What follows belongs to an exercise in optimizing a design on an open flow for small area; a production flow would make more cautious choices. Function was checked by simulation only, so behaviour that the tests miss may differ from the original. Power figures rest on the tool's default switching activity, not on a simulated workload.

<file path="design/flow/run.sh">
#!/bin/bash
# synth_recipe.tcl (not shown) runs the flow's synth.tcl, then flattens the netlist and writes it again
# the make line also repeats each setting of config.mk as NAME=value (left out here)
make -C /OpenROAD-flow-scripts/flow DESIGN_CONFIG=/design/flow/config.mk WORK_HOME=/design/flow/orfs CLKGATE_MAP_FILE= SYNTH_SCRIPT=/design/flow/synth_recipe.tcl finish
</file>
<file path="design/flow/config.mk">
export PLATFORM = sky130hd
export DESIGN_NAME = cpu
export DESIGN_NICKNAME = cpu
export VERILOG_FILES = /design/flow/design.v
export SDC_FILE = /design/flow/constraint.sdc
export NUM_CORES = 4
export LEC_CHECK = 0
export ABC_AREA = 1
export CAP_MARGIN = 40
export CORE_MARGIN = 2
export CORE_UTILIZATION = 40
export SLEW_MARGIN = 20
</file>
<file path="design/flow/constraint.sdc">
create_clock -name core_clock -period 12.0 [get_ports {clk}]
set_input_delay 2.4000 -clock core_clock [delete_from_list [all_inputs] [get_ports {clk}]]
set_output_delay 2.4000 -clock core_clock [all_outputs]
set_load 0.01 [all_outputs]
</file>
<file path="design/flow/design.v">
module ALU(
    input  [31:0] val_A,
    input  [31:0] val_B,
    input  [2:0]  ALU_op,
    output logic [31:0] ALU_out,
    output logic [7:0]  ALU_flags
);
    logic        sub, arith;
    logic [31:0] d, p, s;
    logic [32:0] c;
    assign sub   = (ALU_op == 3'b001);
    assign arith = (ALU_op[2:1] == 2'b00);
    assign d     = val_A ^ val_B;
    assign p     = d ^ {32{sub}};           
    always_comb begin
        c[0] = sub;
        for (int b = 0; b < 8; b++) begin
            logic r;
            r = c[4*b];
            for (int i = 4*b; i < 4*b + 4; i++) begin
                r = p[i] ? r : val_A[i];
                if (i < 4*b + 3) c[i+1] = r;
            end
            c[4*b+4] = (&p[4*b +: 4]) ? c[4*b] : r;
        end
    end
    assign s = p ^ c[31:0];
    always_comb begin
        case (ALU_op)
            3'b010:  ALU_out = val_A & ~d;      
            3'b011:  ALU_out = val_A | d;       
            3'b100:  ALU_out = d;               
            default: ALU_out = s;
        endcase
    end
    logic [31:0] l;
    always_comb begin
        l = val_B;
        l[31] = val_A[31];
    end
    logic [31:0] td [0:5];
    logic [31:0] tl [0:5];
    always_comb begin
        td[0] = d;
        tl[0] = l;
        for (int k = 1; k < 6; k++) begin
            td[k] = 32'd0;
            tl[k] = 32'd0;
            for (int j = 0; j < (32 >> k); j++) begin
                td[k][j] = td[k-1][2*j+1] | td[k-1][2*j];
                tl[k][j] = td[k-1][2*j+1] ? tl[k-1][2*j+1] : tl[k-1][2*j];
            end
        end
    end
    logic lt, gt;
    assign lt = td[5][0] & tl[5][0];
    assign gt = td[5][0] & ~tl[5][0];
    assign ALU_flags[7] = ALU_out[31];
    assign ALU_flags[6] = ~|ALU_out;
    assign ALU_flags[5] = 1'b0;
    assign ALU_flags[4] = arith & ~p[31] & (s[31] != val_A[31]);
    assign ALU_flags[3] = ~lt;
    assign ALU_flags[2] = lt;
    assign ALU_flags[1] = gt;
    assign ALU_flags[0] = ~gt;
endmodule
module shifter(
    input  [31:0] shift_in,
    input  [1:0]  shift_op,
    input  [4:0]  shift_amt,
    input         zero,
    output logic [31:0] shift_out
);
    logic lsl, ror, fill, in_rev, in_fwd;
    assign lsl    = (shift_op == 2'b00);
    assign ror    = (shift_op == 2'b11);
    assign fill   = (shift_op == 2'b10) & shift_in[31] & ~zero;
    assign in_rev = lsl & ~zero;
    assign in_fwd = ~lsl & ~zero;
    logic [31:0] x [0:5];
    always_comb begin
        for (int j = 0; j < 32; j++)
            x[0][j] = (in_rev & shift_in[31-j]) | (in_fwd & shift_in[j]);
        for (int k = 0; k < 5; k++) begin
            for (int j = 0; j < 32; j++) begin
                if (j + (1 << k) < 32)
                    x[k+1][j] = shift_amt[k] ? x[k][j + (1 << k)] : x[k][j];
                else
                    x[k+1][j] = shift_amt[k] ? ((ror & x[k][j + (1 << k) - 32]) | fill) : x[k][j];
            end
        end
        for (int j = 0; j < 32; j++)
            shift_out[j] = lsl ? x[5][31-j] : x[5][j];
    end
endmodule
module cpu (
    input  clk,
    input  rst_n,
    input  [31:0] instr,
    input  [31:0] ram_data2,
    input  [10:0] start_pc,
    input  [3:0]  reg_addr,
    output logic         waiting,
    output logic         ram_w_en1,
    output logic         ram_w_en2,
    output logic [10:0]  ram_addr2,
    output logic [31:0]  ram_in2,
    output logic [31:0]  status_out,
    output logic [31:0]  datapath_out,
    output logic [10:0]  pc_out,
    output logic [31:0]  reg_output
);
    localparam [3:0] RESET = 4'd0, FETCH = 4'd1, FETCH_WAIT = 4'd2, DECODE = 4'd3,
                     EXECUTE = 4'd4, MEM_INC_PC = 4'd5, MEM_WAIT = 4'd6,
                     WRITE_BACK = 4'd7, LOAD_PC_START = 4'd8;
    logic [3:0] state;
    always_ff @(posedge clk or negedge rst_n) begin
        if (!rst_n) state <= RESET;
        else case (state)
            RESET:         state <= LOAD_PC_START;
            LOAD_PC_START: state <= FETCH;
            FETCH:         state <= FETCH_WAIT;
            FETCH_WAIT:    state <= DECODE;
            DECODE:        state <= EXECUTE;
            EXECUTE:       state <= MEM_INC_PC;
            MEM_INC_PC:    state <= MEM_WAIT;
            MEM_WAIT:      state <= WRITE_BACK;
            WRITE_BACK:    state <= FETCH;
            default:       state <= RESET;
        endcase
    end
    logic st_dec, st_exe, st_mem, st_mwait, st_wb, st_ldpc;
    assign st_dec   = (state == DECODE);
    assign st_exe   = (state == EXECUTE);
    assign st_mem   = (state == MEM_INC_PC);
    assign st_mwait = (state == MEM_WAIT);
    assign st_wb    = (state == WRITE_BACK);
    assign st_ldpc  = (state == LOAD_PC_START);
    logic [31:0] ir;
    always_ff @(posedge clk) if (st_dec) ir <= instr;
    logic [6:0] opcode;
    always_comb begin
        case (ir[27:26])
            2'b00: begin
                if (ir[27:21] == 7'b0011001)      opcode = 7'b0000000;
                else if (ir[27:21] == 7'b0001000) opcode = 7'b0000001;
                else if (ir[27:21] == 7'b0001001) opcode = ir[5] ? 7'b1001101 : 7'b1001001;
                else if (ir[25]) begin
                    case (ir[24:21])
                        4'b0100: opcode = 7'b0000100;
                        4'b0010: opcode = 7'b0001001;
                        4'b1010: opcode = 7'b0001010;
                        4'b0000: opcode = 7'b0001011;
                        4'b1100: opcode = 7'b0001100;
                        4'b0001: opcode = 7'b0001101;
                        4'b1101: opcode = 7'b0000000;
                        default: opcode = 7'b0000001;
                    endcase
                end else if (ir[4]) begin
                    case (ir[24:21])
                        4'b0100: opcode = 7'b0111000;
                        4'b0010: opcode = 7'b0111001;
                        4'b1010: opcode = 7'b0111010;
                        4'b0000: opcode = 7'b0111011;
                        4'b1100: opcode = 7'b0111100;
                        4'b0001: opcode = 7'b0111101;
                        4'b1101: opcode = 7'b0110000;
                        default: opcode = 7'b0000001;
                    endcase
                end else begin
                    case (ir[24:21])
                        4'b0100: opcode = 7'b0011000;
                        4'b0010: opcode = 7'b0011001;
                        4'b1010: opcode = 7'b0011010;
                        4'b0000: opcode = 7'b0011011;
                        4'b1100: opcode = 7'b0011100;
                        4'b0001: opcode = 7'b0011101;
                        4'b1101: opcode = 7'b0010000;
                        default: opcode = 7'b0000001;
                    endcase
                end
            end
            2'b01: begin
                if (ir[20]) begin
                    if (!ir[25]) opcode = (ir[19:16] == 4'b1111) ? 7'b1000000 : 7'b1100000;
                    else         opcode = 7'b1101000;
                end else         opcode = ir[25] ? 7'b1111000 : 7'b1110000;
            end
            2'b10:   opcode = (ir[25:24] == 2'b10) ? 7'b1001000 : 7'b1001100;
            default: opcode = 7'b0000001;
        endcase
    end
    logic [3:0] cond;
    logic is_dp, is_mem, is_br, is_lit, is_ldr, is_str, taken;
    assign cond   = ir[31:28];
    assign is_dp  = ~opcode[6] & (cond != 4'b1111);
    assign is_mem = (opcode[6:5] == 2'b11) | (opcode[6:3] == 4'b1000);
    assign is_br  = (opcode[6:3] == 4'b1001);
    assign is_lit = (opcode == 7'b1000000);
    assign is_ldr = is_mem & ~opcode[4];
    assign is_str = is_mem & opcode[4];
    assign taken  = cond[3] ? (cond[2:0] == 3'b001 || cond[2:0] == 3'b010 ||
                               cond[2:0] == 3'b100 || cond[2:0] == 3'b110)
                            : cond[0];
    logic en_A, en_B, en_S;
    assign en_A = st_exe & ((is_dp & opcode[3]) | is_mem);
    assign en_B = st_exe & ((is_dp & opcode[4]) | (is_mem & opcode[3]));
    assign en_S = st_exe & (is_dp | (is_mem & opcode[3]) | is_br);
    logic [2:0] alu_op;
    logic sel_A, sel_B, post_idx, en_status, load_pc, wen;
    always_comb begin
        alu_op = 3'b000;
        sel_A = 1'b0;
        sel_B = 1'b0;
        if (st_mem) begin
            if (is_dp) begin
                case (opcode[2:0])
                    3'b001: alu_op = 3'b001;
                    3'b010: alu_op = 3'b010;
                    3'b011: alu_op = 3'b011;
                    3'b100: alu_op = 3'b100;
                    default: alu_op = 3'b000;
                endcase
                sel_A = ~opcode[3];
                sel_B = ~opcode[4];
            end else if (is_mem) begin
                alu_op = ir[23] ? 3'b000 : 3'b001;
                sel_B = ~opcode[3];
            end else if (is_br) begin
                sel_A = 1'b1;
                sel_B = 1'b1;
            end
        end
    end
    assign post_idx  = st_mem & is_mem & ~ir[24];
    assign en_status = st_mem & (is_dp | is_mem) & ir[20];
    assign load_pc   = st_ldpc | (st_mem & (is_dp | is_mem | is_br));
    assign wen       = (st_mem & ((is_dp & (opcode[3:0] != 4'b1010)) |
                                  (is_br & opcode[2]) |
                                  (is_mem & (~ir[24] | ir[21])))) |
                       (st_wb & is_ldr);
    logic [31:0] rf [1:14];
    logic [31:0] r15;
    logic [3:0]  waddr;
    logic [31:0] wdata;
    logic [31:0] alu_out;
    assign waddr = (st_mem & is_mem) ? ir[19:16] : ir[15:12];
    assign wdata = st_wb ? ram_data2 : alu_out;
    always_ff @(posedge clk) begin
        for (int i = 1; i < 15; i++)
            if (wen && waddr == i[3:0]) rf[i] <= wdata;
    end
    always_ff @(posedge clk) begin
        if (load_pc) begin
            if (st_ldpc)               r15 <= {21'd0, start_pc};
            else if (is_br && taken)   r15 <= {21'd0, ir[10:0]};
            else                       r15 <= {21'd0, r15[10:0] + 11'd1};
        end else if (st_wb && is_ldr && ir[15:12] == 4'd15) begin
            r15 <= ram_data2;
        end
    end
    function automatic logic [31:0] rd_reg(input logic [3:0] a);
        if (a == 4'd0)       rd_reg = 32'd0;
        else if (a == 4'd15) rd_reg = r15;
        else                 rd_reg = rf[a];
    endfunction
    logic [3:0]  paddr;
    logic [31:0] pdata;
    assign paddr = st_dec ? instr[3:0] : st_exe ? ir[19:16] : ir[15:12];
    assign pdata = rd_reg(paddr);
    assign reg_output = rd_reg(reg_addr);
    assign ram_in2    = pdata;
    assign pc_out     = r15[10:0];
    logic [31:0] t_reg, A_reg, B_reg;
    logic [4:0]  S_reg;
    logic        ldA, ldB;
    always_ff @(posedge clk) t_reg <= pdata;
    always_ff @(posedge clk) begin
        if (en_A) A_reg <= is_lit ? {21'd0, pdata[10:0]} : pdata;
        if (en_B) B_reg <= t_reg;
        if (en_S) S_reg <= ir[11:7];
    end
    always_ff @(posedge clk or negedge rst_n) begin
        if (!rst_n) begin
            ldA <= 1'b0;
            ldB <= 1'b0;
        end else begin
            if (en_A) ldA <= 1'b1;
            if (en_B) ldB <= 1'b1;
        end
    end
    logic [31:0] shift_out, val_A, val_B;
    logic [7:0]  flags;
    shifter shifter(.shift_in(B_reg), .shift_op(ir[6:5]), .shift_amt(S_reg), .zero(~ldB), .shift_out(shift_out));
    assign val_A = (sel_A | ~ldA) ? 32'd0 : A_reg;
    assign val_B = sel_B ? {20'd0, ir[11:0]} : shift_out;
    ALU alu(.val_A(val_A), .val_B(val_B), .ALU_op(alu_op), .ALU_out(alu_out), .ALU_flags(flags));
    assign datapath_out = post_idx ? val_A : alu_out;
    assign ram_addr2    = datapath_out[10:0];
    logic [7:0] status_reg;
    always_ff @(posedge clk or negedge rst_n) begin
        if (!rst_n) status_reg <= 8'd0;
        else if (en_status) status_reg <= flags;
    end
    assign status_out = {24'd0, st_mwait ? flags : status_reg};
    assign waiting   = 1'b1;
    assign ram_w_en1 = 1'b0;
    assign ram_w_en2 = st_mem & is_str;
endmodule
</file>
==> results of run 1 <==
[cells in the final DEF, fill, tap and decap left out, drive strengths merged, types with 36 or more instances in the layout]
cell / instances
or2: 38
clkinv: 37
o2111ai: 47
buf: 164
xor2: 36
inv: 571
clkdlybuf4s50: 201
ha: 75
nand3: 347
a21oi: 120
o211ai: 42
edfxtp: 581
nor2: 199
clkbuf: 95
nor4: 39
nand4: 64
o21ai: 256
o22ai: 205
nand2: 726
[cells by family (layout without fill, tap and decap cells)]
logic type      Yosys count  in the layout
compound gates          833            833
xor+xnor                 38             38
fa+ha+maj                75             75
buf+inv                 812           1084
flops                   626            626
mux                       6              6
other cells               2             29
simple gates           1432           1433
[per-layer routing]
layer  global-route usage [%]  wire, microns
met1                     40.7          54500
met3                     7.94          17400
met2                     49.5          64900
met5                        0             68
met4                     16.5           8820
[area by class of cell]
| type | instances | area [sq um] |
|---|---|---|
| clock inverter | 38 | 479 |
| multi-input combinational | 2412 | 13500 |
| sequential | 626 | 18400 |
| clock buffer | 95 | 1970 |
| fill | 8191 | 45100 |
| inverter | 580 | 2180 |
| antenna | 2 | 5.00 |
| timing repair buffer | 371 | 3450 |
| tap | 1155 | 1450 |
[where the power goes]
part	internal (mW)	total (mW)	switching, mW
logic	0.187	0.538	0.351
registers	2.42	2.43	0.00947
clock network	1.31	2.28	0.970
[critical path: cells and delay by family, from the launching register on]
family                     cells  cell delay (ns)
xor gates and xnor gates       1             0.25
AOI/OAI and AO/OA              8             1.51
and+or+nand+nor               66             4.82
adders and majority gates      1             0.40
DFF                            1             0.48
buffers and inverters          2             0.74
[metrics by stage]
step	hold slack [ns]	power, mW	util, %	instances
3_5_place_dp	0.389	3.00	44.9	5136
4_1_cts	0.399	5.25	47.7	5269
6_report	0.400	5.25	47.9	5279
2_1_floorplan	0.386	2.74	-	3849
5_1_grt	0.405	5.39	47.9	5278
3_3_place_gp	0.386	2.99	44.6	5124
[timing repair]
item                       4_1_cts  5_1_grt
resized for setup                0       37
setup endpoints to repair        0       10
setup buffers                    0        6
[worst min-delay path by stage]
stage / depth (start not counted) / endpoint / slack, ns / start
2_1_floorplan: 0 / B_reg[0] / 0.39 / t_reg[0]
3_3_place_gp: 0 / B_reg[30] / 0.39 / t_reg[30]
3_5_place_dp: 0 / B_reg[11] / 0.39 / t_reg[11]
4_1_cts: 0 / B_reg[13] / 0.40 / t_reg[13]
5_1_grt: 0 / B_reg[14] / 0.41 / t_reg[14]
6_report: 0 / B_reg[13] / 0.40 / t_reg[13]
==> impl_metrics.yaml, run 1 <==
run_status:
  status: "timing/DRC/antenna clean"
sta:
  finalCritPeriodShare_pct: 94.0
  setup_viol: 0
  finalSetupTns_ns: 0
  rsz0062_at_grt: "no"
  finalMaxSlewViolations: 0
  worst_slew_pin_slew_ns: 0.974
  slew_headroom_pct: 33.4
  finalHoldViolations: 0
  layout_setup_ws_ns: 0.725
  post-route-min-period_ns: 11.28
  fmax_mhz: 88.7
  finalClockSkew_ns: 0.0601
synth:
  synth_ff_type: "edfxtp_1"
  synthAdderAreaFrac_pct: 2.69
  ys_seq_elements: 626
  netlist_instances: 3824
  netlist.area_leader.share_pct: 50.1
  synth_area_per_cell_sq_um: 9.11
  netlist_top_cells_count: "662 x nand2_1, 581 x edfxtp_1, 559 x inv_1"
  netlist_area_sq_um: 34800
  synth.most_common_cell: "nand2_1"
  synth_compound_area_share_pct: 15.1
  synth-edff-count: 581
  async_flop_share_pct: 2.08
  yosys.area_share.xor_xnor_pct: 0.955
  synth_top_cell_by_area: "edfxtp_1"
  yosysSeqAreaShare_pct: 52.9
  ys_types: 64
  yosysWarnings: 39
  synth-simple-area-share_pct: 18.7
  synthMuxAreaShare_pct: 0.172
  synth_top_family_by_area: "simple AND/OR/NAND/NOR gates"
  synth_area_leaders: "edfxtp_1 50%, nand2_1 7.1%, inv_1 6.0%"
setup_path:
  rr_startpoint: "ir[5]"
  cpMostUsedCell: "nand2_2"
  critPathKind: "reg2out"
  crit_path_max_incr_delay_ns: 0.57
  r2r-end: "rf[4][31]"
  ff2ff_path_depth: 82
  critPathCapture: "datapath_out[29]"
  crit_start: "ir[5]"
  cpMaxStageDelayCell: "clkdlybuf4s50_1"
  r2r_slack_ns: 3.58
  path_max_fanout: 13
  crit_path_end_kind: "primary output"
  critPathRequiredTime_ns: 9.60
  cp.arrival_ns: 8.88
  start_kind: "flop"
placement:
  gp_congestion: 0.997
  portBuffers: 206
  dpl_worst_slack_ns: 0.782
  dp_hpwl_mm: 101
  placed_area_sq_um: 38800
clock_tree:
  clock_path_buffers: 3
  cts_sinks: 626
  cts_root_buf: "clkbuf_16"
  clk_latency_ns: 0.66
  holdBufCountCts: 0
  cts_tree: "built"
  cts-buffers-inserted: 73
  cts.reportedPaths.clkPinSlew_ns: 0.06
  htreeDepth: 3
floorplanning:
  ioPinCount: 234
  initial_core_util_pct: 40.3
  dieArea_sq_um: 89500
  die_h_microns: 299
  core_area_sq_um: 86500
  fp-row-count: 108
  die_w_microns: 299
global_route:
  grt_overflow: 0
  grt_start_max_net_pins: 65
  grt_pass1_vias: 29517
  antenna_found_initial: 7
  grt_pass1_wl_mm: 205
  grt_use_total_pct: 31.7
drt:
  vias: 31445
  drtIter0Drc: 4331
  drt_wl_total_mm: 146
  routedWlPerCell_microns: 27.6
  viasPerCell: 5.96
  antenna_left: 0
  drc: 0
  firstDrtPassIters: 6
layout:
  drive_above_1_share_pct: 11.2
  final_design_area_no_fill_sq_um: 41400
  largest-register: "rf"
  fin_nets: 4220
  largest_reg_flops: 448
  area_growth_pct: 18.9
power:
  leakage_nw: 16.6
  power.density_nw_per_um2: 127
  peakVddDrop_mv: 0.0934
job:
  maxCapViolations: 0
worst_hold_path:
  hold_class: "reg2reg"
==> run 2, diff against run 1 <==
--- a/design/flow/design.v
+++ b/design/flow/design.v
@@ -1,97 +1,2 @@
-module ALU(
-    input  [31:0] val_A,
-    input  [31:0] val_B,
-    input  [2:0]  ALU_op,
-    output logic [31:0] ALU_out,
-    output logic [7:0]  ALU_flags
-);
-    logic        sub, arith;
-    logic [31:0] d, p, s;
-    logic [32:0] c;
-    assign sub   = (ALU_op == 3'b001);
-    assign arith = (ALU_op[2:1] == 2'b00);
-    assign d     = val_A ^ val_B;
-    assign p     = d ^ {32{sub}};           
-    always_comb begin
-        c[0] = sub;
-        for (int b = 0; b < 8; b++) begin
-            logic r;
-            r = c[4*b];
-            for (int i = 4*b; i < 4*b + 4; i++) begin
-                r = p[i] ? r : val_A[i];
-                if (i < 4*b + 3) c[i+1] = r;
-            end
-            c[4*b+4] = (&p[4*b +: 4]) ? c[4*b] : r;
-        end
-    end
-    assign s = p ^ c[31:0];
-    always_comb begin
-        case (ALU_op)
-            3'b010:  ALU_out = val_A & ~d;      
-            3'b011:  ALU_out = val_A | d;       
-            3'b100:  ALU_out = d;               
-            default: ALU_out = s;
-        endcase
-    end
-    logic [31:0] l;
-    always_comb begin
-        l = val_B;
-        l[31] = val_A[31];
-    end
-    logic [31:0] td [0:5];
-    logic [31:0] tl [0:5];
-    always_comb begin
-        td[0] = d;
-        tl[0] = l;
-        for (int k = 1; k < 6; k++) begin
-            td[k] = 32'd0;
-            tl[k] = 32'd0;
-            for (int j = 0; j < (32 >> k); j++) begin
-                td[k][j] = td[k-1][2*j+1] | td[k-1][2*j];
-                tl[k][j] = td[k-1][2*j+1] ? tl[k-1][2*j+1] : tl[k-1][2*j];
-            end
-        end
-    end
-    logic lt, gt;
-    assign lt = td[5][0] & tl[5][0];
-    assign gt = td[5][0] & ~tl[5][0];
-    assign ALU_flags[7] = ALU_out[31];
-    assign ALU_flags[6] = ~|ALU_out;
-    assign ALU_flags[5] = 1'b0;
-    assign ALU_flags[4] = arith & ~p[31] & (s[31] != val_A[31]);
-    assign ALU_flags[3] = ~lt;
-    assign ALU_flags[2] = lt;
-    assign ALU_flags[1] = gt;
-    assign ALU_flags[0] = ~gt;
-endmodule
-module shifter(
-    input  [31:0] shift_in,
-    input  [1:0]  shift_op,
-    input  [4:0]  shift_amt,
-    input         zero,
-    output logic [31:0] shift_out
-);
-    logic lsl, ror, fill, in_rev, in_fwd;
-    assign lsl    = (shift_op == 2'b00);
-    assign ror    = (shift_op == 2'b11);
-    assign fill   = (shift_op == 2'b10) & shift_in[31] & ~zero;
-    assign in_rev = lsl & ~zero;
-    assign in_fwd = ~lsl & ~zero;
-    logic [31:0] x [0:5];
-    always_comb begin
-        for (int j = 0; j < 32; j++)
-            x[0][j] = (in_rev & shift_in[31-j]) | (in_fwd & shift_in[j]);
-        for (int k = 0; k < 5; k++) begin
-            for (int j = 0; j < 32; j++) begin
-                if (j + (1 << k) < 32)
-                    x[k+1][j] = shift_amt[k] ? x[k][j + (1 << k)] : x[k][j];
-                else
-                    x[k+1][j] = shift_amt[k] ? ((ror & x[k][j + (1 << k) - 32]) | fill) : x[k][j];
-            end
-        end
-        for (int j = 0; j < 32; j++)
-            shift_out[j] = lsl ? x[5][31-j] : x[5][j];
-    end
-endmodule
 module cpu (
     input  clk,
@@ -292,8 +197,88 @@
     logic [31:0] shift_out, val_A, val_B;
     logic [7:0]  flags;
-    shifter shifter(.shift_in(B_reg), .shift_op(ir[6:5]), .shift_amt(S_reg), .zero(~ldB), .shift_out(shift_out));
+    logic [1:0]  sh_op;
+    logic [4:0]  sh_n, sh_r;
+    logic        sh_lsl, sh_ror, sh_fill;
+    logic [31:0] sh_ge, sh_valid;
+    logic [31:0] rot [0:5];
+    assign sh_op   = ir[6:5];
+    assign sh_n    = S_reg;
+    assign sh_lsl  = (sh_op == 2'b00);
+    assign sh_ror  = (sh_op == 2'b11);
+    assign sh_r    = sh_lsl ? (5'd0 - sh_n) : sh_n;
+    assign sh_fill = ldB & (sh_op == 2'b10) & B_reg[31];
+    always_comb begin
+        rot[0] = B_reg;
+        for (int k = 0; k < 5; k++)
+            for (int j = 0; j < 32; j++)
+                rot[k+1][j] = sh_r[k] ? rot[k][(j + (1 << k)) % 32] : rot[k][j];
+        for (int j = 0; j < 32; j++)
+            sh_ge[j] = (j[4:0] >= sh_n);
+        for (int j = 0; j < 32; j++)
+            sh_valid[j] = ldB & (sh_ror | (sh_lsl ? sh_ge[j] : sh_ge[31 - j]));
+        for (int j = 0; j < 32; j++)
+            shift_out[j] = sh_valid[j] ? rot[5][j] : sh_fill;
+    end
     assign val_A = (sel_A | ~ldA) ? 32'd0 : A_reg;
     assign val_B = sel_B ? {20'd0, ir[11:0]} : shift_out;
-    ALU alu(.val_A(val_A), .val_B(val_B), .ALU_op(alu_op), .ALU_out(alu_out), .ALU_flags(flags));
+    logic        sub, arith;
+    logic [31:0] d, p, g, s;
+    logic [32:0] c;
+    logic [7:0]  bg, bp;
+    assign sub   = (alu_op == 3'b001);
+    assign arith = (alu_op[2:1] == 2'b00);
+    assign d     = val_A ^ val_B;
+    assign p     = d ^ {32{sub}};           
+    assign g     = val_A & ~p;              
+    always_comb begin
+        for (int b = 0; b < 8; b++) begin
+            bg[b] = g[4*b+3] | (p[4*b+3] & (g[4*b+2] | (p[4*b+2] & (g[4*b+1] | (p[4*b+1] & g[4*b])))));
+            bp[b] = &p[4*b +: 4];
+        end
+        c[0] = sub;
+        for (int b = 0; b < 8; b++) begin
+            c[4*b+1] = g[4*b]   | (p[4*b]   & c[4*b]);
+            c[4*b+2] = g[4*b+1] | (p[4*b+1] & c[4*b+1]);
+            c[4*b+3] = g[4*b+2] | (p[4*b+2] & c[4*b+2]);
+            c[4*b+4] = bg[b] | (bp[b] & c[4*b]);
+        end
+    end
+    assign s = p ^ c[31:0];
+    always_comb begin
+        case (alu_op)
+            3'b010:  alu_out = val_A & ~d;      
+            3'b011:  alu_out = val_A | d;       
+            3'b100:  alu_out = d;               
+            default: alu_out = s;
+        endcase
+    end
+    logic [31:0] cl;
+    logic [31:0] td [0:5];
+    logic [31:0] tl [0:5];
+    logic        lt, gt;
+    always_comb begin
+        cl = val_B;
+        cl[31] = val_A[31];
+        td[0] = d;
+        tl[0] = cl;
+        for (int k = 1; k < 6; k++) begin
+            td[k] = 32'd0;
+            tl[k] = 32'd0;
+            for (int j = 0; j < (32 >> k); j++) begin
+                td[k][j] = td[k-1][2*j+1] | td[k-1][2*j];
+                tl[k][j] = td[k-1][2*j+1] ? tl[k-1][2*j+1] : tl[k-1][2*j];
+            end
+        end
+    end
+    assign lt = td[5][0] & tl[5][0];
+    assign gt = td[5][0] & ~tl[5][0];
+    assign flags[7] = alu_out[31];
+    assign flags[6] = ~|alu_out;
+    assign flags[5] = 1'b0;
+    assign flags[4] = arith & ~p[31] & (s[31] != val_A[31]);
+    assign flags[3] = ~lt;
+    assign flags[2] = lt;
+    assign flags[1] = gt;
+    assign flags[0] = ~gt;
     assign datapath_out = post_idx ? val_A : alu_out;
     assign ram_addr2    = datapath_out[10:0];
--- a/design/flow/config.mk
+++ b/design/flow/config.mk
@@ -10,3 +10,6 @@
 export CORE_MARGIN = 2
 export CORE_UTILIZATION = 40
+export CTS_BUF_LIST = sky130_fd_sc_hd__clkbuf_8
+export CTS_CLUSTER_DIAMETER = 60
+export CTS_CLUSTER_SIZE = 14
 export SLEW_MARGIN = 20
==> run 2 against run 1 <==
Net effect: critical endpoint is now status_out[6]; worst setup slack better by 0.85 ns; critical path type unchanged; total power is 6.0% lower; core utilization fell by 1.5 points; clock power shrank 41%; register-to-register slack improved by 1.3 ns; still clean; first-iteration DRC count decreased by 3.7%; largest power group unchanged; synthesized cell count rose by 4.7%.
==> impl_metrics.yaml, run 2 <==
drt:
  highest_layer: "met5"
  wl_met1_mm: 55.8
  firstDrtPassIters: 6
  wl_met3_mm: 14.9
  antenna_left: 0
  drtIter0Drc: 4171
  drc: 0
  vias: 31620
  wl_met2_mm: 64.6
  drt_wl_total_mm: 143
  routedWlPerCell_microns: 26.6
  viasPerCell: 5.86
worst_hold_path:
  hold_class: "reg2reg"
floorplanning:
  core_area_sq_um: 87200
  ioPinCount: 234
  initial_core_util_pct: 40.5
  die_w_microns: 301
  fp-row-count: 108
  dieArea_sq_um: 90600
  die_h_microns: 301
synth:
  synth_area_per_cell_sq_um: 8.82
  ys_types: 64
  netlist_top_cells_count: "864 x nand2_1, 616 x inv_1, 581 x edfxtp_1"
  netlist_area_sq_um: 35300
  ys_seq_elements: 626
  yosysSeqAreaShare_pct: 52.2
  netlist_instances: 4002
  synth_ff_type: "edfxtp_1"
  synth_area_leaders: "edfxtp_1 49%, nand2_1 9.2%, inv_1 6.6%"
  yosysWarnings: 37
  netlist.area_leader.share_pct: 49.4
  async_flop_share_pct: 2.08
  synth-edff-count: 581
  synth.most_common_cell: "nand2_1"
  synth_top_cell_by_area: "edfxtp_1"
sta:
  rsz0062_at_grt: "no"
  finalHoldViolations: 0
  post-route-min-period_ns: 10.43
  setup_viol: 0
  layout_setup_ws_ns: 1.57
  worst_slew_pin_slew_ns: 0.890
  slew_headroom_pct: 40.3
  finalClockSkew_ns: 0.0308
  finalCritPeriodShare_pct: 86.9
  finalSetupTns_ns: 0
  finalMaxSlewViolations: 0
  fmax_mhz: 95.9
power:
  power.density_nw_per_um2: 122
  leakage_nw: 16.3
  peakVddDrop_mv: 0.0860
setup_path:
  path_max_fanout: 28
  cp.arrival_ns: 8.03
  cpMaxStageDelayCell: "clkdlybuf4s50_1"
  crit_path_end_kind: "primary output"
  cpMostUsedCell: "nand2_1"
  critPathKind: "reg2out"
  critPathRequiredTime_ns: 9.60
  crit_path_max_incr_delay_ns: 0.53
  start_kind: "flop"
layout:
  area_growth_pct: 14.6
  largest-register: "rf"
  largest_reg_flops: 448
  final_common_cell: "nand2_1"
  fin_nets: 4365
  postLayoutCoreUtil_pct: 46.4
  layout_common_cells: "859 x nand2_1, 619 x inv_1, 581 x edfxtp_1, 335 x o21ai_0, 212 x nor2_1"
  drive_above_1_share_pct: 8.00
clock_tree:
  cts_tree: "built"
  cts_resized: 0
  holdBufCountCts: 0
  cts-buffers-inserted: 60
  clock_path_buffers: 3
  cts.reportedPaths.clkPinSlew_ns: 0.09
  cts_root_buf: "clkbuf_8"
  cts_sinks: 626
  post_cts_buffers: 0
  clk_latency_ns: 0.76
  htreeDepth: 2
placement:
  dp_hpwl_mm: 99.8
  gp_congestion: 1.01
  dpl_worst_slack_ns: 2.44
  portBuffers: 206
global_route:
  antenna_found_initial: 3
  grt_use_total_pct: 30.9
  grt_pass1_wl_mm: 202
  grt_pass1_vias: 29243
  grt_overflow: 0
  grt_start_max_net_pins: 65
run_status:
  status: "timing/DRC/antenna clean"
job:
  maxCapViolations: 0
-- run 2: power breakdown --
part / switching [mW] / internal [mW]
registers: 0.0139 / 2.54
logic: 0.683 / 0.353
clock network: 0.811 / 0.532
-- run 2: layout make-up --
| type | instances | area [sq um] |
|---|---|---|
| clock inverters | 31 | 284 |
| flip-flops and latches | 626 | 18400 |
| fillers | 8353 | 46700 |
| repair buffers | 337 | 3300 |
| clock buffers | 61 | 840 |
| multi-input cells | 2536 | 13700 |
| inverters | 644 | 2420 |
| well taps | 1155 | 1450 |
| diodes | 3 | 7.51 |
-- run 2: critical path: cells and delay by family (launching register included) --
family / cells / cell delay, ns
xor+xnor: 1 / 0.17
flops: 1 / 0.36
compound gates: 4 / 0.83
simple gates: 28 / 3.06
fa+ha+maj: 2 / 0.71
buf+inv: 8 / 2.15
-- run 2: logic make-up (layout without fill, tap and decap cells) --
group	count (synthesis)	after routing	share of synthesized area [%]
multiplexers	6	6	0.170
XOR/XNOR	37	37	1.00
flip-flops	626	626	52.2
adder cells (fa/ha/maj)	79	79	2.80
AND/OR/NAND/NOR	1441	1441	17.4
buffers and inverters	865	1073	9.83
AO/OA/AOI/OAI	946	946	16.6
other	2	30	0.0213
-- run 2: path summary, 6_finish.rpt --
path / end / start / cells after the start / slack (ns)
min in group asynchronous: state[2] / rst_n / 1 / 1.86
worst max-delay path: status_out[6] / S_reg[0] / 43 / 1.57
max in group asynchronous: status_reg[2] / rst_n / 2 / 9.72
worst max register to register: rf[12][30] / ir[5] / 42 / 4.85
worst min-delay path: B_reg[19] / t_reg[19] / 0 / 0.41
worst min register to register: B_reg[19] / t_reg[19] / 0 / 0.41
-- run 2: metrics by stage --
step	area [sq um]	std cells	power [mW]	hold slack, ns
2_1_floorplan	35400	4027	3.13	0.386
4_1_cts	40300	5384	4.92	0.407
3_3_place_gp	38800	5271	3.60	0.387
3_5_place_dp	39200	5292	3.61	0.389
5_1_grt	40400	5391	5.10	0.415
6_report	40400	5393	4.93	0.407
-- run 2: per-layer routing --
metal	track usage, %	vias up
li1	-	14179
met3	5.78	436
met2	49.2	1942
met1	40.4	15061
met5	0	-
met4	15.0	2
==> run 3, diff against run 2 <==
--- a/design/flow/design.v
+++ b/design/flow/design.v
@@ -166,12 +166,18 @@
     end
     function automatic logic [31:0] rd_reg(input logic [3:0] a);
-        if (a == 4'd0)       rd_reg = 32'd0;
-        else if (a == 4'd15) rd_reg = r15;
-        else                 rd_reg = rf[a];
+        rd_reg = {32{a == 4'd15}} & r15;
+        for (int i = 1; i < 15; i++)
+            rd_reg = rd_reg | ({32{a == i[3:0]}} & rf[i]);
     endfunction
     logic [3:0]  paddr;
     logic [31:0] pdata;
-    assign paddr = st_dec ? instr[3:0] : st_exe ? ir[19:16] : ir[15:12];
-    assign pdata = rd_reg(paddr);
+    logic        p15_hi;
+    assign paddr  = st_dec ? instr[3:0] : st_exe ? ir[19:16] : ir[15:12];
+    assign p15_hi = (paddr == 4'd15) & ~(st_exe & is_lit);
+    always_comb begin
+        pdata = {{21{p15_hi}} & r15[31:11], {11{paddr == 4'd15}} & r15[10:0]};
+        for (int i = 1; i < 15; i++)
+            pdata = pdata | ({32{paddr == i[3:0]}} & rf[i]);
+    end
     assign reg_output = rd_reg(reg_addr);
     assign ram_in2    = pdata;
@@ -182,5 +188,5 @@
     always_ff @(posedge clk) t_reg <= pdata;
     always_ff @(posedge clk) begin
-        if (en_A) A_reg <= is_lit ? {21'd0, pdata[10:0]} : pdata;
+        if (en_A) A_reg <= pdata;
         if (en_B) B_reg <= t_reg;
         if (en_S) S_reg <= ir[11:7];
==> design/flow/flow/run.sh (new file) <==
#!/bin/bash
# Own layout flow: the standard synthesis, then the combinational logic
# (never the registers) is mapped again with ABC's &nf mapper, then the standard flow's
# standard layout on that netlist with small port buffers and a leaner
# clock tree.  Each tool's output goes to a log file in this folder.
set -euo pipefail
W=$(pwd)
R=$W/orfs/results/$FLOW_PLATFORM/cpu/base
LIB=$FLOW_HOME/platforms/$FLOW_PLATFORM/lib/sky130_fd_sc_hd__tt_025C_1v80.lib

# 1. standard synthesis
bash standard.sh synth > synth.log 2>&1

# 2. map the logic between the registers again
cp $R/1_2_yosys.v $W/std_1_2_yosys.v
python3 flow/gen_cells.py $LIB > $W/cells_comb.v 2> gen_cells.log
DU=$(grep -o -- "-dont_use [A-Za-z0-9_]*" $W/orfs/logs/$FLOW_PLATFORM/cpu/base/1_2_yosys.log | sort -u | tr '\n' ' ')
printf 'set_driving_cell sky130_fd_sc_hd__buf_1\nset_load 5\n' > $W/abc.constr
cat > $W/remap.ys <<EOS
read_verilog $W/cells_comb.v
read_liberty -lib -ignore_redef $LIB
read_verilog $W/std_1_2_yosys.v
hierarchy -top $FLOW_TOP
flatten
simplemap
opt -purge
abc -script $W/flow/remap.abc -liberty $LIB $DU -constr $W/abc.constr -D ${ABC_D:-12000}
opt_clean -purge
hilomap -singleton -hicell sky130_fd_sc_hd__conb_1 HI -locell sky130_fd_sc_hd__conb_1 LO
splitnets
opt_clean -purge
tee -o $W/remap_stat.txt stat -liberty $LIB
write_verilog -noattr -noexpr -nohex -nodec $W/remap.v
EOS
YOSYS=$(command -v yosys || echo $FLOW_HOME/../tools/install/yosys/bin/yosys)
$YOSYS -s $W/remap.ys > remap.log 2>&1
cp $W/remap.v $R/1_2_yosys.v
rm -f $R/1_synth.odb $R/1_synth.sdc

# 3. standard layout from the new netlist
bash standard.sh \
  "BUFFER_PORTS_ARGS=-buffer_cell sky130_fd_sc_hd__buf_1" \
  "CTS_ARGS=-sink_clustering_enable -repair_clock_nets -buf_list sky130_fd_sc_hd__clkbuf_8 -dont_use_dummy_load -sink_clustering_size 14 -sink_clustering_max_diameter 60" \
  finish > layout.log 2>&1
==> design/flow/flow/gen_cells.py (new file) <==
#!/usr/bin/env python3
"""Write Verilog models of the combinational cells of a Liberty file (one
assign per output pin, from its function), so Yosys can flatten a mapped
netlist's logic back into gates and map it again."""
import re, sys

def conv(f):
    f = f.strip().strip('"')
    f = re.sub(r'([A-Za-z_][A-Za-z0-9_]*)\s*\'', r'(!\1)', f)   # postfix '
    f = f.replace('!', '~').replace('+', '|').replace('*', '&')
    # juxtaposition means AND: "A B" -> "A & B"
    f = re.sub(r'([A-Za-z0-9_)])\s+(?=[A-Za-z_(~])', r'\1 & ', f)
    return f

text = open(sys.argv[1]).read()
out = []
for m in re.finditer(r'\n\s*cell\s*\(\s*"?([A-Za-z0-9_]+)"?\s*\)\s*\{', text):
    name = m.group(1)
    start = m.end()
    depth, i = 1, start
    while depth:
        c = text[i]
        if c == '{': depth += 1
        elif c == '}': depth -= 1
        i += 1
    body = text[start:i]
    if re.search(r'\b(ff|latch|statetable)\s*\(', body):
        continue
    pins = []
    for pm in re.finditer(r'\n\s*pin\s*\(\s*"?([A-Za-z0-9_]+)"?\s*\)\s*\{', body):
        ps = pm.end(); d, j = 1, ps
        while d:
            c = body[j]
            if c == '{': d += 1
            elif c == '}': d -= 1
            j += 1
        pb = body[ps:j]
        dm = re.search(r'direction\s*:\s*"?(\w+)"?', pb)
        fm = re.search(r'\bfunction\s*:\s*"([^"]*)"', pb)
        pins.append((pm.group(1), dm.group(1) if dm else None, fm.group(1) if fm else None))
    outs = [p for p in pins if p[1] == 'output']
    if not outs or any(p[2] is None for p in outs):
        continue
    ins = [p for p in pins if p[1] == 'input']
    ports = [p[0] for p in ins] + [p[0] for p in outs]
    lines = [f'module {name}({", ".join(ports)});']
    lines += [f'  input {p[0]};' for p in ins]
    lines += [f'  output {p[0]};' for p in outs]
    lines += [f'  assign {p[0]} = {conv(p[2])};' for p in outs]
    lines.append('endmodule')
    out.append('\n'.join(lines))
print('\n'.join(out))
==> design/flow/flow/remap.abc (new file) <==
&get -n
&st
&dch
&nf
&put
==> design/flow/standard.sh (new file) <==
#!/bin/bash
# synth_recipe.tcl (not shown) runs the flow's synth.tcl, then flattens the netlist and writes it again
# the make line also repeats each setting of config.mk as NAME=value (left out here)
make -C /OpenROAD-flow-scripts/flow DESIGN_CONFIG=/design/flow/config.mk WORK_HOME=/design/flow/orfs CLKGATE_MAP_FILE= SYNTH_SCRIPT=/design/flow/synth_recipe.tcl "${@:-finish}"
removed: design/flow/run.sh
==> run 3 against run 2 <==
Net effect: die area shrank 11%; still clean; total power shrank 17%; design area shrank 11%; hold slack lost 0.0038 ns; largest power group unchanged; count of clock-buffer cells in the layout shrank 1; synthesized cell count shrank 34%.
==> impl_metrics.yaml, run 3 <==
setup_path:
  cp.arrival_ns: 9.08
  critPathRequiredTime_ns: 9.60
  path_buf_inv: 1
  rr_startpoint: "ir[5]"
  crit_path_max_incr_delay_ns: 0.67
  cpMaxStageDelayCell: "edfxtp_1"
  critPathKind: "reg2out"
  path_delay_family: "compound AO/OA/AOI/OAI gates"
  crit_chain: "nor2_2, nand3_1, nand2_1, mux2_1, a211o_1, a31oi_1, mux2i_1, xor2_1, a2111oi_0, a32oi_1, a21oi_1, o21ai_0, a21oi_1, o21ai_0, a211oi_1, o21ai_0, a21oi_1, xor2_1, o211ai_1, nor4bb_1, nand4_1, o31ai_1, buf_1"
  crit_start: "ir[5]"
  path_max_fanout: 14
  crit_path_end_kind: "primary output"
  start_kind: "flop"
synth:
  synth_area_per_cell_sq_um: 12.0
  yosysWarnings: 5
  netlist_area_sq_um: 31300
  netlist_instances: 2622
drt:
  drt_wl_total_mm: 142
  drc: 0
  viasPerCell: 7.06
  antenna_left: 0
  routedWlPerCell_microns: 34.6
  drtIter0Drc: 4873
  vias: 28949
  firstDrtPassIters: 9
clock_tree:
  cts.reportedPaths.clkPinSlew_ns: 0.08
  cts_root_buf: "clkbuf_8"
  holdBufCountCts: 0
  cts_tree: "built"
  clock_path_buffers: 3
  cts-buffers-inserted: 60
  htreeDepth: 2
  clk_latency_ns: 0.78
  cts_sinks: 626
layout:
  layout_common_cells: "581 x edfxtp_1, 217 x nand2_1, 206 x buf_1, 159 x a21oi_1, 154 x o21ai_0"
  largest-register: "rf"
  fin_nets: 3135
  postLayoutCoreUtil_pct: 46.2
  area_growth_pct: 14.2
  largest_reg_flops: 448
  layoutNonFillerInstCount: 4102
  nFillCells: 7078
  drive_above_1_share_pct: 8.58
  final_common_cell: "edfxtp_1"
sta:
  slew_headroom_pct: 33.3
  finalSetupTns_ns: 0
  fmax_mhz: 87.1
  layout_setup_ws_ns: 0.518
  worst_slew_pin_slew_ns: 0.990
  setup_viol: 0
  finalClockSkew_ns: 0.159
  finalCritPeriodShare_pct: 95.7
  rsz0062_at_grt: "no"
  finalMaxSlewViolations: 0
  finalHoldViolations: 0
  post-route-min-period_ns: 11.48
power:
  fin_total_pwr_mw: 4.11
  power.density_nw_per_um2: 115
  p_int_mw: 3.04
  p_seq_share_pct: 59.9
  leakage_nw: 11.5
  peakVddDrop_mv: 0.0875
  switching_power_mw: 1.07
  pwr-share-clk_pct: 27.9
  p_sw_share_pct: 26.1
  pwr-share-comb_pct: 12.2
global_route:
  grt_use_met3_pct: 8.60
  grt_util_met1_pct: 43.0
  grt_use_total_pct: 34.0
  grt_overflow: 0
  antenna_found_initial: 9
  use_met2_pct: 54.2
  grt.busiest_layer: "met2"
  grt_start_max_net_pins: 79
  grt_pass1_vias: 27600
  grt_pass1_wl_mm: 199
run_status:
  status: "timing/DRC/antenna clean"
floorplanning:
  dieArea_sq_um: 80600
  ioPinCount: 234
  die_h_microns: 284
  die_w_microns: 284
  fp-row-count: 102
  initial_core_util_pct: 40.5
  core_area_sq_um: 77500
placement:
  gp_congestion: 0.989
  portBuffers: 206
  dp_hpwl_mm: 89.6
  dpl_worst_slack_ns: 1.03
  dp.cells: 4015
worst_hold_path:
  hp-start: "t_reg[22]"
  hold_class: "reg2reg"
job:
  maxCapViolations: 0
[run 3: final cells by class]
| class | count | area, sq um | area share, % |
|---|---|---|---|
| Antenna cell | 10 | 25.0 | 0.0699 |
| Inverter | 20 | 75.1 | 0.210 |
| Clock buffer | 60 | 826 | 2.31 |
| Tap cell | 1040 | 1300 | 3.64 |
| Timing Repair Buffer | 345 | 1850 | 5.17 |
| Multi-Input combinational cell | 2001 | 13300 | 37.2 |
| Sequential cell | 626 | 18400 | 51.4 |
[run 3: metal layers]
| layer | routed length, microns | up-vias |
|---|---|---|
| met3 | 18200 | 548 |
| met5 | 34 | - |
| met4 | 8400 | 6 |
| met2 | 64300 | 2435 |
| li1 | - | 11875 |
| met1 | 51000 | 14085 |
[run 3: power groups by stage]
stage               clock network [mW]  registers, mW  logic, mW
floorplan                            0           2.51      0.255
global placement                     0           2.52      0.454
detailed placement                   0           2.52      0.477
CTS                               1.15           2.47      0.479
global route                      1.23           2.47      0.530
finish                            1.15           2.47      0.502
[run 3: timing repair]
| action | 4_1_cts | 5_1_grt |
|---|---|---|
| setup buffers | 0 | 6 |
| resized for setup | 0 | 4 |
| endpoints found under the setup margin | 0 | 4 |
[run 3: path summary, 6_finish.rpt]
kind / slack, ns / cells after the start / endpoint
worst max-delay path: 0.52 / 23 / status_out[6]
min in group asynchronous: 1.66 / 1 / status_reg[7]
worst min-delay path: 0.40 / 0 / B_reg[22]
worst min register to register: 0.40 / 0 / B_reg[22]
worst max register to register: 3.70 / 24 / rf[12][31]
max in group asynchronous: 9.87 / 2 / ldB
[run 3: worst reg2reg max path, stage by stage, from the launching register on]
cell and delay [ns]:
edfxtp_1 0.67, nor2_2 0.44, nand3_1 0.50, nand2_1 0.59, mux2_1 0.42, a211o_1 0.30
a31oi_1 0.32, mux2i_1 0.23, xor2_1 0.21, a2111oi_0 0.58, a32oi_1 0.20, a21oi_1 0.29
o21ai_0 0.23, a21oi_1 0.36, o21ai_0 0.28, a211oi_1 0.38, o21ai_0 0.20, a31oi_1 0.31
o21ai_0 0.15, mux2i_1 0.55, xnor2_1 0.26, a21boi_0 0.22, buf_4 0.16, a21oi_2 0.06
buf_6 0.20
[run 3: metrics by stage]
stage | area, sq um | hold slack, ns
6_report | 35800 | 0.403
5_1_grt | 35800 | 0.401
4_1_cts | 35600 | 0.402
3_5_place_dp | 34800 | 0.389
3_3_place_gp | 34600 | 0.387
2_1_floorplan | 31400 | 0.386
==> run 4, diff against run 3 <==
--- a/design/flow/design.v
+++ b/design/flow/design.v
@@ -42,6 +42,15 @@
     assign st_wb    = (state == WRITE_BACK);
     assign st_ldpc  = (state == LOAD_PC_START);
-    logic [31:0] ir;
-    always_ff @(posedge clk) if (st_dec) ir <= instr;
+    logic [27:0] ir;
+    logic        cond_nv, taken;
+    always_ff @(posedge clk) begin
+        if (st_dec) begin
+            ir      <= instr[27:0];
+            cond_nv <= (instr[31:28] == 4'b1111);
+            taken   <= instr[31] ? (instr[30:28] == 3'b001 || instr[30:28] == 3'b010 ||
+                                    instr[30:28] == 3'b100 || instr[30:28] == 3'b110)
+                                 : instr[28];
+        end
+    end
     logic [6:0] opcode;
     always_comb begin
@@ -96,8 +105,6 @@
         endcase
     end
-    logic [3:0] cond;
-    logic is_dp, is_mem, is_br, is_lit, is_ldr, is_str, taken;
-    assign cond   = ir[31:28];
-    assign is_dp  = ~opcode[6] & (cond != 4'b1111);
+    logic is_dp, is_mem, is_br, is_lit, is_ldr, is_str;
+    assign is_dp  = ~opcode[6] & ~cond_nv;
     assign is_mem = (opcode[6:5] == 2'b11) | (opcode[6:3] == 4'b1000);
     assign is_br  = (opcode[6:3] == 4'b1001);
@@ -105,7 +112,4 @@
     assign is_ldr = is_mem & ~opcode[4];
     assign is_str = is_mem & opcode[4];
-    assign taken  = cond[3] ? (cond[2:0] == 3'b001 || cond[2:0] == 3'b010 ||
-                               cond[2:0] == 3'b100 || cond[2:0] == 3'b110)
-                            : cond[0];
     logic en_A, en_B, en_S;
     assign en_A = st_exe & ((is_dp & opcode[3]) | is_mem);
--- a/design/flow/config.mk
+++ b/design/flow/config.mk
@@ -7,9 +7,9 @@
 export LEC_CHECK = 0
 export ABC_AREA = 1
-export CAP_MARGIN = 40
+export CAP_MARGIN = 15
 export CORE_MARGIN = 2
-export CORE_UTILIZATION = 40
+export CORE_UTILIZATION = 50
 export CTS_BUF_LIST = sky130_fd_sc_hd__clkbuf_8
 export CTS_CLUSTER_DIAMETER = 60
 export CTS_CLUSTER_SIZE = 14
-export SLEW_MARGIN = 20
+export SLEW_MARGIN = 10
==> run 4 against run 3 <==
Net effect: total power decreased by 1.9%; combinational power decreased by 4%; die area decreased by 20%; highest routed layer unchanged; clock power decreased by 4%; still clean; area after synthesis decreased by 0.79%; via count decreased by 1.1%.
==> impl_metrics.yaml, run 4 <==
run_status:
  status: "timing/DRC/antenna clean"
layout:
  final_common_cell: "edfxtp_1"
  largest_reg_flops: 448
  largest-register: "rf"
  regArea_sq_um: 18400
  postLayoutCoreUtil_pct: 56.8
  nFillCells: 5171
  multi_input_area_sq_um: 13200
  area_growth_pct: 12.6
  fin_nets: 3068
  drive_above_1_share_pct: 7.54
  layoutNonFillerInstCount: 3833
  layout_common_cells: "579 x edfxtp_1, 239 x nand2_1, 206 x buf_1, 163 x a21oi_1, 161 x a22oi_1"
drt:
  viasPerCell: 7.47
  antenna_left: 0
  firstDrtPassIters: 10
  drtIter0Drc: 4193
  drt_wl_total_mm: 136
  vias: 28629
  routedWlPerCell_microns: 35.5
  drc: 0
floorplanning:
  fp-row-count: 91
  ioPinCount: 234
  die_h_microns: 253
  die_w_microns: 253
  dieArea_sq_um: 64200
  core_area_sq_um: 61600
  initial_core_util_pct: 50.5
power:
  peakVddDrop_mv: 0.117
  pwr-share-comb_pct: 12.0
  p_sw_share_pct: 26.0
  p_seq_share_pct: 60.9
  p_int_mw: 2.99
  switching_power_mw: 1.05
  leakage_nw: 11.2
  power.density_nw_per_um2: 115
  fin_total_pwr_mw: 4.04
  pwr-share-clk_pct: 27.1
setup_path:
  cp.arrival_ns: 9.20
  critPathKind: "reg2out"
  critPathRequiredTime_ns: 9.60
  start_kind: "flop"
  path_max_fanout: 12
  crit_path_end_kind: "primary output"
global_route:
  grt_overflow: 0
  grt_util_met1_pct: 52.7
  grt_pass1_wl_mm: 190
  use_met2_pct: 64.5
  antenna_found_initial: 12
  grt_use_total_pct: 41.6
  grt_pass1_vias: 26786
  grt.busiest_layer: "met2"
  grt_start_max_net_pins: 65
  grt_use_met3_pct: 11.5
placement:
  dp.cells: 3757
  gp_congestion: 1.01
  dp_hpwl_mm: 86.2
  portBuffers: 206
sta:
  finalClockSkew_ns: 0.134
  setup_viol: 0
  fmax_mhz: 86.2
  rsz0062_at_grt: "no"
  worst_slew_pin_slew_ns: 1.14
  finalMaxSlewViolations: 0
  finalCritPeriodShare_pct: 96.7
  whs_ns: 0.387
  finalSetupTns_ns: 0
  slew_headroom_pct: 23.9
  finalHoldViolations: 0
  post-route-min-period_ns: 11.60
synth:
  netlist_area_sq_um: 31100
  synth_area_per_cell_sq_um: 12.0
  yosysWarnings: 5
  netlist_instances: 2593
clock_tree:
  clock_path_buffers: 3
  cts_root_buf: "clkbuf_8"
  cts.reportedPaths.clkPinSlew_ns: 0.10
  cts-buffers-inserted: 55
  cts_tree: "built"
  clk_latency_ns: 0.74
  cts_sinks: 624
  htreeDepth: 2
  holdBufCountCts: 0
worst_hold_path:
  hold_class: "reg2reg"
job:
  maxCapViolations: 0
[run 4: timing repair]
action | in CTS | in global routing
pin swaps | 0 | 2
resized for setup | 2 | 6
endpoints found under the setup margin | 1 | 5
gates cloned | 0 | 1
setup buffers | 0 | 5
[run 4: worst paths after layout]
| check | from | end | slack [ns] | cells after the start |
|---|---|---|---|---|
| max | ir[24] | status_out[6] | 0.40 | 23 |
| min | t_reg[22] | B_reg[22] | 0.39 | 0 |
| max reg2reg | ir[24] | rf[9][30] | 3.44 | 21 |
| min reg2reg | t_reg[22] | B_reg[22] | 0.39 | 0 |
| max in group asynchronous | rst_n | state[1] | 9.62 | 1 |
| min in group asynchronous | rst_n | status_reg[6] | 1.80 | 1 |
[run 4: final cells by class]
cell class | instances | share of cell area [%]
antenna | 11 | 0.0787
timing repair buffer | 311 | 4.47
multi-input combinational | 1971 | 37.6
inverter | 24 | 0.257
clock buffer | 55 | 2.16
sequential | 624 | 52.4
tap | 837 | 2.99
[run 4: power groups by stage]
stage,Clock [mW],Sequential [mW],Combinational (mW)
detailed placement,0,2.51,0.461
finish,1.10,2.46,0.483
CTS,1.10,2.46,0.463
global placement,0,2.51,0.454
floorplan,0,2.50,0.258
global route,1.17,2.46,0.509
[run 4: critical path, stage by stage (launching register included)]
cell      delay [ns]
edfxtp_1        0.57
nor4bb_1        0.53
a211oi_1        0.20
nor2b_1         0.21
a31oi_1         0.50
a211o_1         0.63
o221ai_1        0.46
a21o_1          0.32
nand2_1         0.16
nor3b_1         0.31
a2bb2o_1        0.22
o21ai_0         0.18
o221a_1         0.39
o221a_1         0.35
o21ai_1         0.38
a31oi_1         0.25
o41a_1          0.55
o311ai_0        0.43
a21oi_1         0.20
o31ai_1         0.41
and4b_1         0.26
nand4_1         0.27
o31ai_2         0.48
buf_1           0.22
[run 4: routing by layer]
| layer | routed length, microns | part of all wire (%) |
|---|---|---|
| met4 | 8840 | 6.5 |
| met2 | 60400 | 44 |
| met1 | 47600 | 35 |
| met5 | 60 | 0.044 |
| met3 | 19000 | 14 |
[run 4: per-stage QoR]
stage	instance area (sq um)	setup slack (ns)
2_1_floorplan	31200	0.208
3_3_place_gp	34100	0.491
3_5_place_dp	34100	0.556
4_1_cts	34900	0.0400
5_1_grt	35000	0.0301
6_report	35000	0.401
==> run 5, diff against run 4 <==
==> design/flow/flow/remap.abc (replaced) <==
&get -n
&st
&dch
&nf -F 8 -A 4 -a
&put
--- a/design/flow/config.mk
+++ b/design/flow/config.mk
@@ -9,5 +9,5 @@
 export CAP_MARGIN = 15
 export CORE_MARGIN = 2
-export CORE_UTILIZATION = 50
+export CORE_UTILIZATION = 60
 export CTS_BUF_LIST = sky130_fd_sc_hd__clkbuf_8
 export CTS_CLUSTER_DIAMETER = 60
==> run 5 against run 4 <==
Net effect: still clean on timing, DRC and antenna; sequential power is essentially flat; core utilization grew 11 points; die area shrank 17%; area after synthesis shrank 0.25%; first-iteration DRC count grew 45%; largest cell class unchanged.
==> impl_metrics.yaml, run 5 <==
sta:
  worst_slew_pin_slew_ns: 1.26
  finalMaxSlewViolations: 0
  finalHoldViolations: 0
  slew_headroom_pct: 16.3
  fmax_mhz: 85.0
  setup_viol: 0
  finalClockSkew_ns: 0.141
  finalCritPeriodShare_pct: 98.1
  post-route-min-period_ns: 11.77
drt:
  vias: 29288
  viasPerCell: 8.01
  routedWlPerCell_microns: 35.2
  highest_layer: "met5"
  wl_met3_mm: 22.6
  wl_met1_mm: 41.0
  wl_met2_mm: 54.3
  drtIter0Drc: 6064
  drc: 0
  drt_wl_total_mm: 129
  firstDrtPassIters: 13
  antenna_left: 0
worst_hold_path:
  hold_class: "reg2reg"
setup_path:
  critPathRequiredTime_ns: 9.60
  critPathKind: "reg2out"
  crit_path_max_incr_delay_ns: 0.62
  cpMaxStageDelayCell: "a211oi_1"
  start_kind: "flop"
  cpMostUsedCell: "a211oi_1"
  path_buf_inv: 3
  crit_path_end_kind: "primary output"
  path_delay_family: "compound AO/OA/AOI/OAI gates"
  cp.arrival_ns: 9.37
  path_max_fanout: 16
clock_tree:
  holdBufCountCts: 0
  clock_path_buffers: 3
  htreeDepth: 2
  cts_sinks: 624
  cts_root_buf: "clkbuf_8"
  clk_latency_ns: 0.75
  post_cts_buffers: 0
  cts.reportedPaths.clkPinSlew_ns: 0.09
  cts-buffers-inserted: 55
  cts_tree: "built"
layout:
  drive_above_1_share_pct: 7.53
  postLayoutCoreUtil_pct: 67.7
  final_common_cell: "edfxtp_1"
  area_growth_pct: 11.8
  largest_reg_flops: 448
  layout_common_cells: "579 x edfxtp_1, 227 x nand2_1, 206 x buf_1, 178 x a21oi_1, 163 x a22oi_1"
  largest-register: "rf"
  regArea_sq_um: 18400
  multi_input_area_sq_um: 13000
  layoutNonFillerInstCount: 3658
  nFillCells: 3778
  fin_nets: 3058
placement:
  dp_hpwl_mm: 79.9
  portBuffers: 206
  gp_congestion: 1.08
  dp.cells: 3597
power:
  power.density_nw_per_um2: 117
  leakage_nw: 11.1
  peakVddDrop_mv: 0.138
  fin_total_pwr_mw: 4.05
floorplanning:
  initial_core_util_pct: 60.6
  die_h_microns: 231
  die_w_microns: 231
  core_area_sq_um: 51200
  dieArea_sq_um: 53500
  fp-row-count: 83
  ioPinCount: 234
global_route:
  grt_pass1_wl_mm: 182
  grt_overflow: 0
  grt_pass1_vias: 27620
  grt_start_max_net_pins: 65
  antenna_found_initial: 7
  grt_use_total_pct: 47.1
synth:
  synth_area_per_cell_sq_um: 12.0
  yosysWarnings: 5
  netlist_instances: 2584
  netlist_area_sq_um: 31000
job:
  maxCapViolations: 0
run_status:
  status: "timing/DRC/antenna clean"
## run 5: cell type report
| type | count | area share [%] |
|---|---|---|
| sequential | 624 | 52.9 |
| multi-input combinational | 1959 | 37.6 |
| timing repair buffer | 311 | 4.56 |
| tap | 680 | 2.45 |
| clock buffer | 55 | 2.18 |
| inverter | 26 | 0.281 |
| antenna | 3 | 0.0217 |
## run 5: worst paths after layout
path                            slack (ns)       from             to  cells after the start
worst min-delay path                  0.40  t_reg[13]      B_reg[13]                      0
worst min register to register        0.40  t_reg[13]      B_reg[13]                      0
worst max register to register        3.05      ir[6]      rf[2][30]                     23
min in group asynchronous             1.73      rst_n  status_reg[2]                      1
worst max-delay path                  0.23      ir[6]  status_out[6]                     25
max in group asynchronous             9.78      rst_n            ldA                      1
## run 5: what timing repair did
action	in CTS	in global routing
endpoints found under the hold margin	0	0
resized for setup	0	12
setup endpoints to repair	0	6
## run 5: per-stage QoR
step | setup slack (ns) | hold slack [ns] | instance area (sq um) | TNS, ns
after floorplan | 0.338 | 0.386 | 31100 | 0
after global placement | 0.929 | 0.386 | 33800 | 0
after detailed placement | 0.810 | 0.389 | 33800 | 0
after CTS | 0.0140 | 0.399 | 34600 | 0
after global routing | -0.00231 | 0.399 | 34700 | -0.00231
final | 0.233 | 0.400 | 34700 | 0
## run 5: report_power, final
group          internal [mW]  leakage (nW)  total [mW]  switching [mW]
Sequential              2.45          5.63        2.46          0.0122
Clock                  0.406         0.395        1.10           0.697
Combinational          0.132          5.12       0.484           0.353
Total                   2.99          11.1        4.05            1.06
## run 5: layer usage
metal	vias up	track usage [%]
met4	14	29.7
li1	11635	-
met3	823	16.6
met1	13715	59.9
met2	3101	68.9
met5	-	1.84
## run 5: worst reg2reg max path, cell delays in order (launching register included)
cell and delay [ns]:
edfxtp_1 0.61, nor2_2 0.19, buf_4 0.25, and3_1 0.55, buf_4 0.29, a2111oi_1 0.09
a211oi_1 0.32, a211oi_1 0.10, a211oi_1 0.54, o31ai_1 0.26, xnor2_1 0.54, xnor2_1 0.22
o311a_1 0.22, o21ai_0 0.18, o221ai_1 0.47, a211oi_1 0.27, o21ai_1 0.38, a31oi_1 0.24
o41a_1 0.56, o311ai_0 0.51, a21oi_1 0.21, or3_1 0.41, a31o_1 0.26, a21oi_1 0.93

==> port drivers added, routing unchanged <==
How much do the figures lean on ideal ports? The routed layouts below were timed once more, with nothing changed but the port constraints.
Step 1, drivers: a clkbuf_16 drives clk and a buf_2 each remaining input, both assumed.
Step 2 times the ports against the registers' clock, not the clock port: input delays grow and output delays shrink by t, the midpoint of the rising clock arrivals with the driver on.
a / b / c = ideal / step 1 / step 2; a / b = the first two.
| run | shift t [ns] | setup slack, ns | slew at the worst register clock pin (ns) |
|---|---|---|---|
| run 1 | 0.703 | 0.725 / 0.652 / 1.355 | 0.07 / 0.07 |
| run 2 | 0.820 | 1.572 / 1.499 / 2.319 | 0.10 / 0.10 |
| run 3 | 0.761 | 0.518 / 0.454 / 1.215 | 0.09 / 0.09 |
| run 4 | 0.736 | 0.401 / 0.342 / 1.078 | 0.10 / 0.10 |
| run 5 | 0.739 | 0.233 / 0.177 / 0.915 | 0.11 / 0.11 |
After both steps every run listed still meets setup and hold.
